From an optimization exercise on the open Yosys and OpenROAD flow, aimed at small area and a short achievable clock period; shortcuts taken in it are not production practice. For this run, only the layout was checked, not whether the RTL still works. Power figures rest on the tool's default switching activity, not on a simulated workload.

==> flow/config.mk <==
export PLATFORM = sky130hd
export DESIGN_NAME = axis_Gauss_1x5
export DESIGN_NICKNAME = axis_Gauss_1x5
export VERILOG_FILES = /design/flow/design.v
export SDC_FILE = /design/flow/constraint.sdc
export NUM_CORES = 4
export LEC_CHECK = 0
export CAP_MARGIN = 20
export CORE_MARGIN = 2
export CORE_UTILIZATION = 40
export SETUP_SLACK_MARGIN = 4.6
export SLEW_MARGIN = 20
export SYNTH_HIERARCHICAL = 1
export SYNTH_MINIMUM_KEEP_SIZE = 0
==> flow/standard.sh <==
#!/bin/bash
# synth_recipe.tcl (not shown) runs the flow's synth.tcl, then flattens the netlist and writes it again
# the make line also repeats each setting of config.mk as NAME=value (left out here)
make -C /OpenROAD-flow-scripts/flow DESIGN_CONFIG=/design/flow/config.mk WORK_HOME=/design/flow/orfs CLKGATE_MAP_FILE= SYNTH_SCRIPT=/design/flow/synth_recipe.tcl "${@:-finish}"
==> flow/design.v <==
`timescale 1ns/1ns
module axis_Gauss_1x5 (
  input  logic       s_axis_aclk,
  input  logic       s_axis_arstn,
  input  logic [7:0] s_axis_tdata,
  input  logic       s_axis_tvalid,
  input  logic       s_axis_tlast,
  output logic [7:0] m_axis_tdata,
  output logic       m_axis_tvalid,
  output logic       m_axis_tlast
);
logic [7:0]  d1, d2, d3, d4;
logic        v1, v2, l1, l2;
logic [13:0] cnt;
logic [9:0] b;
always_ff @(posedge s_axis_aclk) begin
  d1 <= s_axis_tdata;
  d2 <= d1;
  d3 <= d2;
  d4 <= d3;
  v1 <= s_axis_tvalid;
  v2 <= v1;
  l1 <= s_axis_tlast;
  l2 <= l1;
  b <= bnext;
end
wire [14:0] cc;
wire [13:0] cs;
wire cc_lo;
assign cc[0] = s_axis_tvalid;
gha cnt_ha0 (.a(cnt[0]), .b(cc[0]), .s(cs[0]), .co(cc[1]));
gha cnt_ha1 (.a(cnt[1]), .b(cc[1]), .s(cs[1]), .co(cc[2]));
gha cnt_ha2 (.a(cnt[2]), .b(cc[2]), .s(cs[2]), .co(cc[3]));
gha cnt_ha3 (.a(cnt[3]), .b(cc[3]), .s(cs[3]), .co(cc[4]));
gha cnt_ha4 (.a(cnt[4]), .b(cc[4]), .s(cs[4]), .co(cc[5]));
gha cnt_ha5 (.a(cnt[5]), .b(cc[5]), .s(cs[5]), .co(cc[6]));
gha cnt_ha6 (.a(cnt[6]), .b(cc[6]), .s(cs[6]), .co(cc_lo));
gha cnt_ha7 (.a(cnt[7]), .b(cc[7]), .s(cs[7]), .co(cc[8]));
gha cnt_ha8 (.a(cnt[8]), .b(cc[8]), .s(cs[8]), .co(cc[9]));
gha cnt_ha9 (.a(cnt[9]), .b(cc[9]), .s(cs[9]), .co(cc[10]));
gha cnt_ha10 (.a(cnt[10]), .b(cc[10]), .s(cs[10]), .co(cc[11]));
gha cnt_ha11 (.a(cnt[11]), .b(cc[11]), .s(cs[11]), .co(cc[12]));
gha cnt_ha12 (.a(cnt[12]), .b(cc[12]), .s(cs[12]), .co(cc[13]));
gha cnt_ha13 (.a(cnt[13]), .b(cc[13]), .s(cs[13]), .co(cc[14]));
assign cc[7] = s_axis_tvalid & (&cnt[6:0]);
always_ff @(posedge s_axis_aclk) begin
  if (!s_axis_arstn || s_axis_tlast)
    cnt <= '0;
  else
    cnt <= cs;
end
wire edge_pt = (cnt[13:1] == 13'd1);
wire [7:0] x0 = s_axis_tdata;
wire h1_s, h1_c;
gha h1 (.a(d1[0]), .b(d2[1]), .s(h1_s), .co(h1_c));
wire f2_s, f2_c;
gfa f2 (.a(d1[1]), .b(d2[2]), .c(h1_c), .s(f2_s), .co(f2_c));
wire f3_s, f3_c;
gfa f3 (.a(d1[2]), .b(d2[3]), .c(f2_c), .s(f3_s), .co(f3_c));
wire f4_s, f4_c;
gfa f4 (.a(d1[3]), .b(d2[4]), .c(x0[4]), .s(f4_s), .co(f4_c));
wire f5_s, f5_c;
gfa f5 (.a(d1[4]), .b(d2[5]), .c(x0[5]), .s(f5_s), .co(f5_c));
wire f6_s, f6_c;
gfa f6 (.a(d1[5]), .b(d2[6]), .c(x0[6]), .s(f6_s), .co(f6_c));
wire f7_s, f7_c;
gfa f7 (.a(d1[6]), .b(d2[7]), .c(x0[7]), .s(f7_s), .co(f7_c));
wire h8_s, h8_c;
gha h8 (.a(d2[0]), .b(x0[0]), .s(h8_s), .co(h8_c));
wire h9_s, h9_c;
gha h9 (.a(h1_s), .b(x0[1]), .s(h9_s), .co(h9_c));
wire h10_s, h10_c;
gha h10 (.a(f2_s), .b(x0[2]), .s(h10_s), .co(h10_c));
wire h11_s, h11_c;
gha h11 (.a(x0[3]), .b(f3_s), .s(h11_s), .co(h11_c));
wire h12_s, h12_c;
gha h12 (.a(f3_c), .b(f4_s), .s(h12_s), .co(h12_c));
wire h13_s, h13_c;
gha h13 (.a(f4_c), .b(f5_s), .s(h13_s), .co(h13_c));
wire h14_s, h14_c;
gha h14 (.a(f5_c), .b(f6_s), .s(h14_s), .co(h14_c));
wire h15_s, h15_c;
gha h15 (.a(f6_c), .b(f7_s), .s(h15_s), .co(h15_c));
wire h16_s, h16_c;
gha h16 (.a(d1[7]), .b(f7_c), .s(h16_s), .co(h16_c));
wire q17_x;
g_ao21 q17 (.a(h9_c), .b(h9_s), .c(h8_c), .x(q17_x));
wire q18_x;
g_and2 q18 (.a(h9_s), .b(h8_s), .x(q18_x));
wire q19_x;
g_ao21 q19 (.a(h11_c), .b(h11_s), .c(h10_c), .x(q19_x));
wire q20_x;
g_and2 q20 (.a(h11_s), .b(h10_s), .x(q20_x));
wire q21_x;
g_ao21 q21 (.a(h13_c), .b(h13_s), .c(h12_c), .x(q21_x));
wire q22_x;
g_and2 q22 (.a(h13_s), .b(h12_s), .x(q22_x));
wire q23_x;
g_ao21 q23 (.a(h15_c), .b(h15_s), .c(h14_c), .x(q23_x));
wire q24_x;
g_and2 q24 (.a(h15_s), .b(h14_s), .x(q24_x));
wire q25_x;
g_ao21 q25 (.a(h10_c), .b(h10_s), .c(q17_x), .x(q25_x));
wire q26_x;
g_and2 q26 (.a(h10_s), .b(q18_x), .x(q26_x));
wire q27_x;
g_ao21 q27 (.a(q19_x), .b(q20_x), .c(q17_x), .x(q27_x));
wire q28_x;
g_and2 q28 (.a(q20_x), .b(q18_x), .x(q28_x));
wire q29_x;
g_ao21 q29 (.a(h14_c), .b(h14_s), .c(q21_x), .x(q29_x));
wire q30_x;
g_and2 q30 (.a(h14_s), .b(q22_x), .x(q30_x));
wire q31_x;
g_ao21 q31 (.a(q23_x), .b(q24_x), .c(q21_x), .x(q31_x));
wire q32_x;
g_and2 q32 (.a(q24_x), .b(q22_x), .x(q32_x));
wire q33_x;
g_ao21 q33 (.a(h12_c), .b(h12_s), .c(q27_x), .x(q33_x));
wire q34_x;
g_and2 q34 (.a(h12_s), .b(q28_x), .x(q34_x));
wire q35_x;
g_ao21 q35 (.a(q21_x), .b(q22_x), .c(q27_x), .x(q35_x));
wire q36_x;
g_and2 q36 (.a(q22_x), .b(q28_x), .x(q36_x));
wire q37_x;
g_ao21 q37 (.a(q29_x), .b(q30_x), .c(q27_x), .x(q37_x));
wire q38_x;
g_and2 q38 (.a(q30_x), .b(q28_x), .x(q38_x));
wire q39_x;
g_ao21 q39 (.a(q31_x), .b(q32_x), .c(q27_x), .x(q39_x));
wire q40_x;
g_and2 q40 (.a(q32_x), .b(q28_x), .x(q40_x));
wire q41_x;
g_ao21 q41 (.a(h16_c), .b(h16_s), .c(q39_x), .x(q41_x));
wire q42_x;
g_and2 q42 (.a(h16_s), .b(q40_x), .x(q42_x));
wire q43_x;
g_xor2 q43 (.a(h9_s), .b(h8_c), .x(q43_x));
wire q44_x;
g_xor2 q44 (.a(h10_s), .b(q17_x), .x(q44_x));
wire q45_x;
g_xor2 q45 (.a(h11_s), .b(q25_x), .x(q45_x));
wire q46_x;
g_xor2 q46 (.a(h12_s), .b(q27_x), .x(q46_x));
wire q47_x;
g_xor2 q47 (.a(h13_s), .b(q33_x), .x(q47_x));
wire q48_x;
g_xor2 q48 (.a(h14_s), .b(q35_x), .x(q48_x));
wire q49_x;
g_xor2 q49 (.a(h15_s), .b(q37_x), .x(q49_x));
wire q50_x;
g_xor2 q50 (.a(h16_s), .b(q39_x), .x(q50_x));
wire q51_x;
g_xor2 q51 (.a(1'b0), .b(q41_x), .x(q51_x));
wire [9:0] bnext = {q51_x, q50_x, q49_x, q48_x, q47_x, q46_x, q45_x, q44_x, q43_x, h8_s};
wire h52_s, h52_c;
gha h52 (.a(d4[1]), .b(d2[0]), .s(h52_s), .co(h52_c));
wire f53_s, f53_c;
gfa f53 (.a(d4[2]), .b(d2[1]), .c(d2[0]), .s(f53_s), .co(f53_c));
wire i54 = ~d4[0];
wire f55_s, f55_c;
gfa f55 (.a(i54), .b(h52_c), .c(f53_s), .s(f55_s), .co(f55_c));
wire h56_s, h56_c;
gha h56 (.a(x0[2]), .b(f55_s), .s(h56_s), .co(h56_c));
wire i57 = ~d2[2];
wire f58_s, f58_c;
gfa f58 (.a(d4[3]), .b(d4[1]), .c(i57), .s(f58_s), .co(f58_c));
wire i59 = ~f58_s;
wire f60_s, f60_c;
gfa f60 (.a(d2[1]), .b(f53_c), .c(i59), .s(f60_s), .co(f60_c));
wire f61_s, f61_c;
gfa f61 (.a(f55_c), .b(x0[3]), .c(f60_s), .s(f61_s), .co(f61_c));
wire h62_s, h62_c;
gha h62 (.a(h56_c), .b(f61_s), .s(h62_s), .co(h62_c));
wire f63_s, f63_c;
gfa f63 (.a(b[0]), .b(d4[4]), .c(d2[3]), .s(f63_s), .co(f63_c));
wire i64 = ~d4[2];
wire f65_s, f65_c;
gfa f65 (.a(i64), .b(d2[2]), .c(d4[3]), .s(f65_s), .co(f65_c));
wire i66 = ~f58_c;
wire f67_s, f67_c;
gfa f67 (.a(i66), .b(f63_s), .c(f65_s), .s(f67_s), .co(f67_c));
wire f68_s, f68_c;
gfa f68 (.a(x0[4]), .b(f60_c), .c(f67_s), .s(f68_s), .co(f68_c));
wire i69 = ~x0[2];
wire f70_s, f70_c;
gfa f70 (.a(i69), .b(f61_c), .c(f68_s), .s(f70_s), .co(f70_c));
wire f71_s, f71_c;
gfa f71 (.a(b[1]), .b(d4[3]), .c(b[0]), .s(f71_s), .co(f71_c));
wire f72_s, f72_c;
gfa f72 (.a(d4[5]), .b(d4[0]), .c(d2[4]), .s(f72_s), .co(f72_c));
wire f73_s, f73_c;
gfa f73 (.a(d2[3]), .b(f63_c), .c(f65_c), .s(f73_s), .co(f73_c));
wire i74 = ~f71_s;
wire f75_s, f75_c;
gfa f75 (.a(i74), .b(f72_s), .c(x0[5]), .s(f75_s), .co(f75_c));
wire f76_s, f76_c;
gfa f76 (.a(x0[0]), .b(f73_s), .c(f67_c), .s(f76_s), .co(f76_c));
wire i77 = ~x0[3];
wire f78_s, f78_c;
gfa f78 (.a(i77), .b(f75_s), .c(f68_c), .s(f78_s), .co(f78_c));
wire h79_s, h79_c;
gha h79 (.a(f76_s), .b(f70_c), .s(h79_s), .co(h79_c));
wire f80_s, f80_c;
gfa f80 (.a(d4[6]), .b(d4[1]), .c(d2[5]), .s(f80_s), .co(f80_c));
wire i81 = ~d2[4];
wire f82_s, f82_c;
gfa f82 (.a(b[2]), .b(d4[4]), .c(i81), .s(f82_s), .co(f82_c));
wire i83 = ~f71_c;
wire f84_s, f84_c;
gfa f84 (.a(i83), .b(f72_c), .c(f80_s), .s(f84_s), .co(f84_c));
wire i85 = ~f82_s;
wire f86_s, f86_c;
gfa f86 (.a(i85), .b(f73_c), .c(x0[6]), .s(f86_s), .co(f86_c));
wire i87 = ~x0[4];
wire f88_s, f88_c;
gfa f88 (.a(i87), .b(x0[1]), .c(f84_s), .s(f88_s), .co(f88_c));
wire f89_s, f89_c;
gfa f89 (.a(f75_c), .b(f76_c), .c(f86_s), .s(f89_s), .co(f89_c));
wire f90_s, f90_c;
gfa f90 (.a(f88_s), .b(f78_c), .c(f89_s), .s(f90_s), .co(f90_c));
wire f91_s, f91_c;
gfa f91 (.a(d4[7]), .b(d4[2]), .c(d2[6]), .s(f91_s), .co(f91_c));
wire i92 = ~d2[5];
wire f93_s, f93_c;
gfa f93 (.a(b[3]), .b(d4[5]), .c(i92), .s(f93_s), .co(f93_c));
wire i94 = ~f82_c;
wire f95_s, f95_c;
gfa f95 (.a(f80_c), .b(i94), .c(f91_s), .s(f95_s), .co(f95_c));
wire i96 = ~f93_s;
wire f97_s, f97_c;
gfa f97 (.a(i96), .b(f84_c), .c(x0[7]), .s(f97_s), .co(f97_c));
wire i98 = ~x0[5];
wire f99_s, f99_c;
gfa f99 (.a(i98), .b(x0[2]), .c(f95_s), .s(f99_s), .co(f99_c));
wire f100_s, f100_c;
gfa f100 (.a(f86_c), .b(f88_c), .c(f97_s), .s(f100_s), .co(f100_c));
wire f101_s, f101_c;
gfa f101 (.a(f99_s), .b(f89_c), .c(f100_s), .s(f101_s), .co(f101_c));
wire f102_s, f102_c;
gfa f102 (.a(b[0]), .b(d4[3]), .c(d2[7]), .s(f102_s), .co(f102_c));
wire i103 = ~d2[6];
wire f104_s, f104_c;
gfa f104 (.a(b[4]), .b(d4[6]), .c(i103), .s(f104_s), .co(f104_c));
wire i105 = ~f93_c;
wire f106_s, f106_c;
gfa f106 (.a(f91_c), .b(i105), .c(f102_s), .s(f106_s), .co(f106_c));
wire i107 = ~f95_c;
wire f108_s, f108_c;
gfa f108 (.a(f104_s), .b(i107), .c(x0[6]), .s(f108_s), .co(f108_c));
wire f109_s, f109_c;
gfa f109 (.a(x0[3]), .b(f106_s), .c(f97_c), .s(f109_s), .co(f109_c));
wire i110 = ~f108_s;
wire f111_s, f111_c;
gfa f111 (.a(f99_c), .b(i110), .c(f100_c), .s(f111_s), .co(f111_c));
wire h112_s, h112_c;
gha h112 (.a(f109_s), .b(f101_c), .s(h112_s), .co(h112_c));
wire f113_s, f113_c;
gfa f113 (.a(b[1]), .b(d4[4]), .c(d2[7]), .s(f113_s), .co(f113_c));
wire i114 = ~f102_c;
wire f115_s, f115_c;
gfa f115 (.a(b[5]), .b(d4[7]), .c(i114), .s(f115_s), .co(f115_c));
wire i116 = ~f104_c;
wire f117_s, f117_c;
gfa f117 (.a(i116), .b(f113_s), .c(f106_c), .s(f117_s), .co(f117_c));
wire f118_s, f118_c;
gfa f118 (.a(x0[7]), .b(i87), .c(f115_s), .s(f118_s), .co(f118_c));
wire i119 = ~f117_s;
wire f120_s, f120_c;
gfa f120 (.a(f108_c), .b(i119), .c(f118_s), .s(f120_s), .co(f120_c));
wire i121 = ~f120_s;
wire f122_s, f122_c;
gfa f122 (.a(f109_c), .b(i121), .c(f111_c), .s(f122_s), .co(f122_c));
wire i123 = ~b[6];
wire f124_s, f124_c;
gfa f124 (.a(i123), .b(b[2]), .c(d4[5]), .s(f124_s), .co(f124_c));
wire i125 = ~f115_c;
wire f126_s, f126_c;
gfa f126 (.a(f113_c), .b(f124_s), .c(i125), .s(f126_s), .co(f126_c));
wire i127 = ~f118_c;
wire f128_s, f128_c;
gfa f128 (.a(x0[5]), .b(f117_c), .c(i127), .s(f128_s), .co(f128_c));
wire i129 = ~f120_c;
wire f130_s, f130_c;
gfa f130 (.a(f126_s), .b(i129), .c(f128_s), .s(f130_s), .co(f130_c));
wire f131_s, f131_c;
gfa f131 (.a(b[7]), .b(b[3]), .c(d4[6]), .s(f131_s), .co(f131_c));
wire f132_s, f132_c;
gfa f132 (.a(f124_c), .b(f131_s), .c(x0[6]), .s(f132_s), .co(f132_c));
wire f133_s, f133_c;
gfa f133 (.a(f126_c), .b(f132_s), .c(f128_c), .s(f133_s), .co(f133_c));
wire f134_s, f134_c;
gfa f134 (.a(b[8]), .b(b[4]), .c(d4[7]), .s(f134_s), .co(f134_c));
wire i135 = ~b[7];
wire f136_s, f136_c;
gfa f136 (.a(i135), .b(f131_c), .c(f134_s), .s(f136_s), .co(f136_c));
wire f137_s, f137_c;
gfa f137 (.a(x0[7]), .b(f136_s), .c(f132_c), .s(f137_s), .co(f137_c));
wire i138 = ~b[8];
wire f139_s, f139_c;
gfa f139 (.a(b[9]), .b(b[5]), .c(i138), .s(f139_s), .co(f139_c));
wire f140_s, f140_c;
gfa f140 (.a(f134_c), .b(f139_s), .c(f136_c), .s(f140_s), .co(f140_c));
wire i141 = ~b[9];
wire f142_s, f142_c;
gfa f142 (.a(b[6]), .b(i141), .c(f139_c), .s(f142_s), .co(f142_c));
wire i143 = ~x0[0];
wire i144 = ~x0[1];
wire q145_x;
g_and2 q145 (.a(d4[0]), .b(x0[0]), .x(q145_x));
wire q146_x;
g_or2 q146 (.a(d4[0]), .b(x0[0]), .x(q146_x));
wire q147_x;
g_and2 q147 (.a(h52_s), .b(x0[1]), .x(q147_x));
wire q148_x;
g_or2 q148 (.a(h52_s), .b(x0[1]), .x(q148_x));
wire q149_x;
g_and2 q149 (.a(i143), .b(h56_s), .x(q149_x));
wire q150_x;
g_or2 q150 (.a(i143), .b(h56_s), .x(q150_x));
wire q151_x;
g_and2 q151 (.a(i144), .b(h62_s), .x(q151_x));
wire q152_x;
g_or2 q152 (.a(i144), .b(h62_s), .x(q152_x));
wire q153_x;
g_and2 q153 (.a(h62_c), .b(f70_s), .x(q153_x));
wire q154_x;
g_or2 q154 (.a(h62_c), .b(f70_s), .x(q154_x));
wire q155_x;
g_and2 q155 (.a(f78_s), .b(h79_s), .x(q155_x));
wire q156_x;
g_or2 q156 (.a(f78_s), .b(h79_s), .x(q156_x));
wire q157_x;
g_and2 q157 (.a(h79_c), .b(f90_s), .x(q157_x));
wire q158_x;
g_or2 q158 (.a(h79_c), .b(f90_s), .x(q158_x));
wire q159_x;
g_ao21 q159 (.a(q147_x), .b(q148_x), .c(q145_x), .x(q159_x));
wire q160_x;
g_ao21 q160 (.a(q149_x), .b(q150_x), .c(q159_x), .x(q160_x));
wire q161_x;
g_ao21 q161 (.a(q151_x), .b(q152_x), .c(q160_x), .x(q161_x));
wire q162_x;
g_ao21 q162 (.a(q153_x), .b(q154_x), .c(q161_x), .x(q162_x));
wire q163_x;
g_ao21 q163 (.a(q155_x), .b(q156_x), .c(q162_x), .x(q163_x));
wire q164_x;
g_ao21 q164 (.a(q157_x), .b(q158_x), .c(q163_x), .x(q164_x));
wire h165_s, h165_c;
gha h165 (.a(f137_s), .b(f133_c), .s(h165_s), .co(h165_c));
wire h166_s, h166_c;
gha h166 (.a(f140_s), .b(f137_c), .s(h166_s), .co(h166_c));
wire h167_s, h167_c;
gha h167 (.a(f142_s), .b(f140_c), .s(h167_s), .co(h167_c));
wire h168_s, h168_c;
gha h168 (.a(i135), .b(f142_c), .s(h168_s), .co(h168_c));
wire h169_s, h169_c;
gha h169 (.a(i138), .b(b[7]), .s(h169_s), .co(h169_c));
wire h170_s, h170_c;
gha h170 (.a(i141), .b(b[8]), .s(h170_s), .co(h170_c));
wire q171_x;
g_ao21 q171 (.a(h166_c), .b(h166_s), .c(h165_c), .x(q171_x));
wire q172_x;
g_and2 q172 (.a(h166_s), .b(h165_s), .x(q172_x));
wire q173_x;
g_ao21 q173 (.a(h168_c), .b(h168_s), .c(h167_c), .x(q173_x));
wire q174_x;
g_and2 q174 (.a(h168_s), .b(h167_s), .x(q174_x));
wire q175_x;
g_ao21 q175 (.a(h170_c), .b(h170_s), .c(h169_c), .x(q175_x));
wire q176_x;
g_and2 q176 (.a(h170_s), .b(h169_s), .x(q176_x));
wire q177_x;
g_ao21 q177 (.a(h167_c), .b(h167_s), .c(q171_x), .x(q177_x));
wire q178_x;
g_and2 q178 (.a(h167_s), .b(q172_x), .x(q178_x));
wire q179_x;
g_ao21 q179 (.a(q173_x), .b(q174_x), .c(q171_x), .x(q179_x));
wire q180_x;
g_and2 q180 (.a(q174_x), .b(q172_x), .x(q180_x));
wire q181_x;
g_ao21 q181 (.a(h169_c), .b(h169_s), .c(q179_x), .x(q181_x));
wire q182_x;
g_and2 q182 (.a(h169_s), .b(q180_x), .x(q182_x));
wire q183_x;
g_ao21 q183 (.a(q175_x), .b(q176_x), .c(q179_x), .x(q183_x));
wire q184_x;
g_and2 q184 (.a(q176_x), .b(q180_x), .x(q184_x));
wire q185_x;
g_xor2 q185 (.a(h166_s), .b(h165_c), .x(q185_x));
wire q186_x;
g_xor2 q186 (.a(h167_s), .b(q171_x), .x(q186_x));
wire q187_x;
g_xor2 q187 (.a(h168_s), .b(q177_x), .x(q187_x));
wire q188_x;
g_xor2 q188 (.a(h169_s), .b(q179_x), .x(q188_x));
wire q189_x;
g_xor2 q189 (.a(h170_s), .b(q181_x), .x(q189_x));
wire q190_x;
g_or2 q190 (.a(f90_c), .b(f101_s), .x(q190_x));
wire q191_x;
g_and2 q191 (.a(f90_c), .b(f101_s), .x(q191_x));
wire q192_x;
g_or2 q192 (.a(f111_s), .b(h112_s), .x(q192_x));
wire q193_x;
g_and2 q193 (.a(f111_s), .b(h112_s), .x(q193_x));
wire q194_x;
g_or2 q194 (.a(h112_c), .b(f122_s), .x(q194_x));
wire q195_x;
g_and2 q195 (.a(h112_c), .b(f122_s), .x(q195_x));
wire h196_s, h196_c;
gha h196 (.a(f130_s), .b(f122_c), .s(h196_s), .co(h196_c));
wire h197_s, h197_c;
gha h197 (.a(f130_c), .b(f133_s), .s(h197_s), .co(h197_c));
wire [10:0] ua = {q189_x, q188_x, q187_x, q186_x, q185_x, h165_s, h197_s, h196_s, q194_x, q192_x, q190_x};
wire [10:0] ub = {1'b0, 1'b0, 1'b0, 1'b0, 1'b0, 1'b0, h197_c, h196_c, q195_x, q193_x, q191_x};
wire uc = q164_x;
logic [10:0] oa, ob;
logic oc;
logic       ept;
always_ff @(posedge s_axis_aclk) begin
  oa <= ua;
  ob <= ub;
  oc <= uc;
  ept <= edge_pt;
  m_axis_tvalid <= v2;
  m_axis_tlast  <= l2 & ~edge_pt;
end
assign m_axis_tdata = {(ept ? d3[7] : oa[10]) ^ (~ept & (1'b0 | oa[9] & 1'b0 | oa[9] & oa[8] & 1'b0 | oa[9] & oa[8] & oa[7] & 1'b0 | oa[9] & oa[8] & oa[7] & oa[6] & 1'b0 | oa[9] & oa[8] & oa[7] & oa[6] & oa[5] & ob[4] | oa[9] & oa[8] & oa[7] & oa[6] & oa[5] & oa[4] & ob[3] | oa[9] & oa[8] & oa[7] & oa[6] & oa[5] & oa[4] & oa[3] & ob[2] | oa[9] & oa[8] & oa[7] & oa[6] & oa[5] & oa[4] & oa[3] & oa[2] & ob[1] | oa[9] & oa[8] & oa[7] & oa[6] & oa[5] & oa[4] & oa[3] & oa[2] & oa[1] & ob[0] | oa[9] & oa[8] & oa[7] & oa[6] & oa[5] & oa[4] & oa[3] & oa[2] & oa[1] & oa[0] & oc)), (ept ? d3[6] : oa[9]) ^ (~ept & (1'b0 | oa[8] & 1'b0 | oa[8] & oa[7] & 1'b0 | oa[8] & oa[7] & oa[6] & 1'b0 | oa[8] & oa[7] & oa[6] & oa[5] & ob[4] | oa[8] & oa[7] & oa[6] & oa[5] & oa[4] & ob[3] | oa[8] & oa[7] & oa[6] & oa[5] & oa[4] & oa[3] & ob[2] | oa[8] & oa[7] & oa[6] & oa[5] & oa[4] & oa[3] & oa[2] & ob[1] | oa[8] & oa[7] & oa[6] & oa[5] & oa[4] & oa[3] & oa[2] & oa[1] & ob[0] | oa[8] & oa[7] & oa[6] & oa[5] & oa[4] & oa[3] & oa[2] & oa[1] & oa[0] & oc)), (ept ? d3[5] : oa[8]) ^ (~ept & (1'b0 | oa[7] & 1'b0 | oa[7] & oa[6] & 1'b0 | oa[7] & oa[6] & oa[5] & ob[4] | oa[7] & oa[6] & oa[5] & oa[4] & ob[3] | oa[7] & oa[6] & oa[5] & oa[4] & oa[3] & ob[2] | oa[7] & oa[6] & oa[5] & oa[4] & oa[3] & oa[2] & ob[1] | oa[7] & oa[6] & oa[5] & oa[4] & oa[3] & oa[2] & oa[1] & ob[0] | oa[7] & oa[6] & oa[5] & oa[4] & oa[3] & oa[2] & oa[1] & oa[0] & oc)), (ept ? d3[4] : oa[7]) ^ (~ept & (1'b0 | oa[6] & 1'b0 | oa[6] & oa[5] & ob[4] | oa[6] & oa[5] & oa[4] & ob[3] | oa[6] & oa[5] & oa[4] & oa[3] & ob[2] | oa[6] & oa[5] & oa[4] & oa[3] & oa[2] & ob[1] | oa[6] & oa[5] & oa[4] & oa[3] & oa[2] & oa[1] & ob[0] | oa[6] & oa[5] & oa[4] & oa[3] & oa[2] & oa[1] & oa[0] & oc)), (ept ? d3[3] : oa[6]) ^ (~ept & (1'b0 | oa[5] & ob[4] | oa[5] & oa[4] & ob[3] | oa[5] & oa[4] & oa[3] & ob[2] | oa[5] & oa[4] & oa[3] & oa[2] & ob[1] | oa[5] & oa[4] & oa[3] & oa[2] & oa[1] & ob[0] | oa[5] & oa[4] & oa[3] & oa[2] & oa[1] & oa[0] & oc)), (ept ? d3[2] : oa[5]) ^ (~ept & (ob[4] | oa[4] & ob[3] | oa[4] & oa[3] & ob[2] | oa[4] & oa[3] & oa[2] & ob[1] | oa[4] & oa[3] & oa[2] & oa[1] & ob[0] | oa[4] & oa[3] & oa[2] & oa[1] & oa[0] & oc)), (ept ? d3[1] : oa[4]) ^ (~ept & (ob[3] | oa[3] & ob[2] | oa[3] & oa[2] & ob[1] | oa[3] & oa[2] & oa[1] & ob[0] | oa[3] & oa[2] & oa[1] & oa[0] & oc)), (ept ? d3[0] : oa[3]) ^ (~ept & (ob[2] | oa[2] & ob[1] | oa[2] & oa[1] & ob[0] | oa[2] & oa[1] & oa[0] & oc))};
endmodule
module g_or2 (
  input  logic a,
  input  logic b,
  output logic x
);
assign x = a | b;
endmodule
module g_and2 (
  input  logic a,
  input  logic b,
  output logic x
);
assign x = a & b;
endmodule
module g_xor2 (
  input  logic a,
  input  logic b,
  output logic x
);
assign x = a ^ b;
endmodule
module g_ao21 (
  input  logic a,
  input  logic b,
  input  logic c,
  output logic x
);
assign x = a | (b & c);
endmodule
module gha (
  input  logic a,
  input  logic b,
  output logic s,
  output logic co
);
assign s  = a ^ b;
assign co = a & b;
endmodule
module gfa (
  input  logic a,
  input  logic b,
  input  logic c,
  output logic s,
  output logic co
);
assign s  = a ^ b ^ c;
assign co = (a & b) | (a & c) | (b & c);
endmodule
==> flow/flow/run.sh <==
#!/bin/bash
# Layout flow: the standard flow, with plain buffers on the ports and a clock
# tree of small buffers without dummy loads.
export BUFFER_PORTS_ARGS="-buffer_cell sky130_fd_sc_hd__buf_2"
export CTS_ARGS="-sink_clustering_enable -repair_clock_nets -dont_use_dummy_load -buf_list \"sky130_fd_sc_hd__clkbuf_4 sky130_fd_sc_hd__clkbuf_8\""
bash standard.sh > standard.log 2>&1
==> flow/constraint.sdc <==
create_clock -name core_clock -period 8.0 [get_ports {s_axis_aclk}]
set_input_delay 1.6000 -clock core_clock [delete_from_list [all_inputs] [get_ports {s_axis_aclk}]]
set_output_delay 1.6000 -clock core_clock [all_outputs]
set_load 0.01 [all_outputs]
==> summary.txt <==
RSZ-0062 raised after global routing yes; Initial Utilization 0.408; Post-Syn Area 4380 sq um; Sw Ratio 0.379; ys flop type dfxtp_1; clock power share 0.116; sequential share of power 0.304; CP Capture Type output pin; Hold WC Path Type reg2reg; post-synthesis sequential area ratio 0.366; sinks on the clock net 80; relative slew slack 0.508; Slowest cell on crit path or4b_4; vias in the first global route 2720; wire length per cell 14.3 microns; cells after synthesis 357; Post-synth EDFFs 0; Syn Area/Cell 12.3 sq um; CTS root buffer clkbuf_8; Worst Path Required 6400 ps; Pre-antenna DRT Iters 4; P_int 0.00118 W; Die W 109 microns; first-pass GRT wire length 13.0 mm; type of origin of the critical path register; Max-Cap Viols 0; nets 505; final hold violations 0; wirelength, routed 7.60 mm; outcome complete, no violations; asr flop ratio synth 0; ant diodes 0; via count 2504; Final min period 3530 ps; Worst VDD drop 0.000236 V; Fillers 1025; dominant cells by area after synthesis dfxtp_1 (37%), fa_1 (28%), ha_1 (11%), a21o_1 (4.3%), and2_1 (4.3%); worst-path cell chain o21ai_4, or4b_4, a2111o_1, nand3_1, buf_2; clock tree buffer depth 2; synth-to-layout area growth 15.0%; arrival time worst endpoint 1930 ps; Yosys reg bits 80; Top-Level Pins 22; biggest cell delay along the critical path 550 ps; total CTS buffers 9; Tot GR Track Use 0.148; Fmax 284 MHz; Power Dens Cells 378 nW/um^2; CP Class reg2out; CTS tree done; initial antenna violation count 0; Final Cycle Share 0.441; antenna-violating nets left 0; core area 10700 sq um; Post-Syn Nets 467; Logic pwr share 0.580; final max-slew violation count 0; largest net degree at the start of global routing 24; worst path buffer plus inverter count 1; NetSw 0.000723 W; Max Clock Skew 33.9 ps; drc violations 0; Non-Filler Instances 533; post-synth top area cell dfxtp_1; Die Y 109 microns; Clock Latency Late Sink 360 ps; leak pwr 2.36 nW; final HPWL from detailed placement 6.12 mm; # H-tree levels 3; Distinct cells, synth 35; GRT overflow 0; vias per cell 4.70; Synth warnings 7; Crit Path Max Fanout 4; setup total negative slack 0 ps; GPL Wtd Cong 0.853; final setup fails 0; clock slew at reported path FFs 90 ps; worst-margin pin slew 737 ps; share of layout cells above drive strength 1 0.209; Inst Count DP 514; port buffer count 21; Synth top area share 0.366; cell row count 38; delay-heaviest family, CP simple AND/OR/NAND/NOR gates; Die Area 11800 sq um; Iter 0 DRT Violations 83
power groups by stage:
stage / registers (W) / logic, W / clock network (W)
finish: 0.000580 / 0.00111 / 0.000220
global route: 0.000592 / 0.00129 / 0.000247
CTS: 0.000571 / 0.00106 / 0.000229
detailed placement: 0.000574 / 0.00103 / 0
global placement: 0.000574 / 0.00101 / 0
floorplan: 0.000552 / 0.000803 / 0
layout by cell type, fill, tap and decap left out, types with 10 or more instances in the layout:
master    n
a21o_1   25
and2_1   30
buf_2    17
dfxtp_1  64
dfxtp_2  10
fa_1     49
fa_2     12
ha_1     35
inv_1    34
xor2_1   14
cell usage after synthesis, types with 2 or more instances:
cell	n
dfxtp_1	80
fa_1	61
ha_1	37
inv_1	36
and2_1	30
a21o_1	25
xor2_1	14
or2_1	9
nand2_1	7
nand3_1	7
a22oi_1	4
nand4b_1	4
nor2_1	4
o21ai_1	4
a2111o_1	3
clkbuf_1	3
nand4_1	3
nor2b_1	3
nor3_1	3
nand3b_1	2
nor4_1	2
o21ai_0	2
or4b_1	2
Yosys stat by module (local to each module, per instance):
module	times used	area, sq um
g_ao21	24	7.51
g_and2	16	6.26
g_xor2	14	8.76
gha	37	12.5
gfa	61	20.0
g_or2	9	6.26
axis_Gauss_1x5	1	2240
registers in the layout (all words and copies together) (netlist names), 5 cells and up:
name  flops
d2        8
d3        8
oa       11
b        10
cnt      14
d1        8
ob        5
d4        8
final timing paths:
path | start | endpoint | slack, ps | cells past startpoint
hold reg to reg | l1 | l2 | 340 | 0
setup / recovery | ob[1] | m_axis_tdata[5] | 4470 | 5
hold / removal | l1 | l2 | 340 | 0
setup reg to reg | b[0] | oa[10] | 4690 | 10
logic make-up after synthesis:
kind of cell             after synthesis  share of synthesized area
buffers and inverters                 40                     0.0346
other                                  1                   0.000856
flip-flops                            80                      0.366
XOR/XNOR                              15                     0.0300
AND/OR/NAND/NOR                       81                      0.112
adder cells (fa/ha/maj)               98                      0.385
AO/OA/AOI/OAI                         42                     0.0720
routing by layer:
layer | part of all wire | wire length [microns] | global-route usage | vias up
li1 | - | - | - | 1243
met1 | 0.47 | 3540 | 0.185 | 1236
met2 | 0.50 | 3780 | 0.251 | 19
met3 | 0.027 | 204 | 0.0371 | 6
met4 | 0.011 | 80 | 0.0467 | 0
met5 | 0 | 0 | 0 | -
final cells by class:
| type | instances | area, sq um | area share |
|---|---|---|---|
| multi-input cells | 237 | 2730 | 0.543 |
| flip-flops and latches | 80 | 1640 | 0.325 |
| repair buffers | 31 | 218 | 0.0432 |
| well taps | 140 | 175 | 0.0348 |
| inverters | 36 | 148 | 0.0293 |
| clock buffers | 9 | 124 | 0.0246 |
timing repair:
action	CTS	global route
gates resized for setup	19	37
buffers inserted	5	5
hold buffers	0	0
setup endpoints to repair	9	13
pin swaps	10	13
metrics by stage:
stage	setup WS [ps]	area, sq um	total power, W	util	hold slack [ps]
final	4470	5030	0.00191	0.469	335
after global routing	4390	5030	0.00213	0.469	342
after CTS	4460	4880	0.00187	0.454	338
after detailed placement	4260	4680	0.00160	0.435	315
after global placement	4260	4680	0.00158	0.435	311
after floorplan	4510	4410	0.00135	-	310

==> what the ideal ports hide <==
The flow's constraints put no driver on any port. The routed layout listed below was extracted and timed again, unchanged, in two steps.
Step 1 (the two cells are an assumption about what drives the block):
set clk [get_ports {s_axis_aclk}]
set_driving_cell -lib_cell sky130_fd_sc_hd__clkbuf_16 $clk
set_driving_cell -lib_cell sky130_fd_sc_hd__buf_2 [delete_from_list [all_inputs] $clk]
Step 2 moves the port delays by t, midway between the first and last clock arrival at a register: inputs arrive t later, outputs are due t later. That takes back most of the time a late clock gives input paths.
Slacks: ideal / step 1 / step 2; pairs: ideal / step 1.
t (ns): 0.376
slack for setup (ns): 4.473 / 4.439 / 4.213
clock arrival spread, ns: 0.034 / 0.034
After both steps this run still meets setup and hold. For this run, drivers alone change the setup slack by -0.034 ns; drivers and shift together by -0.260 ns.
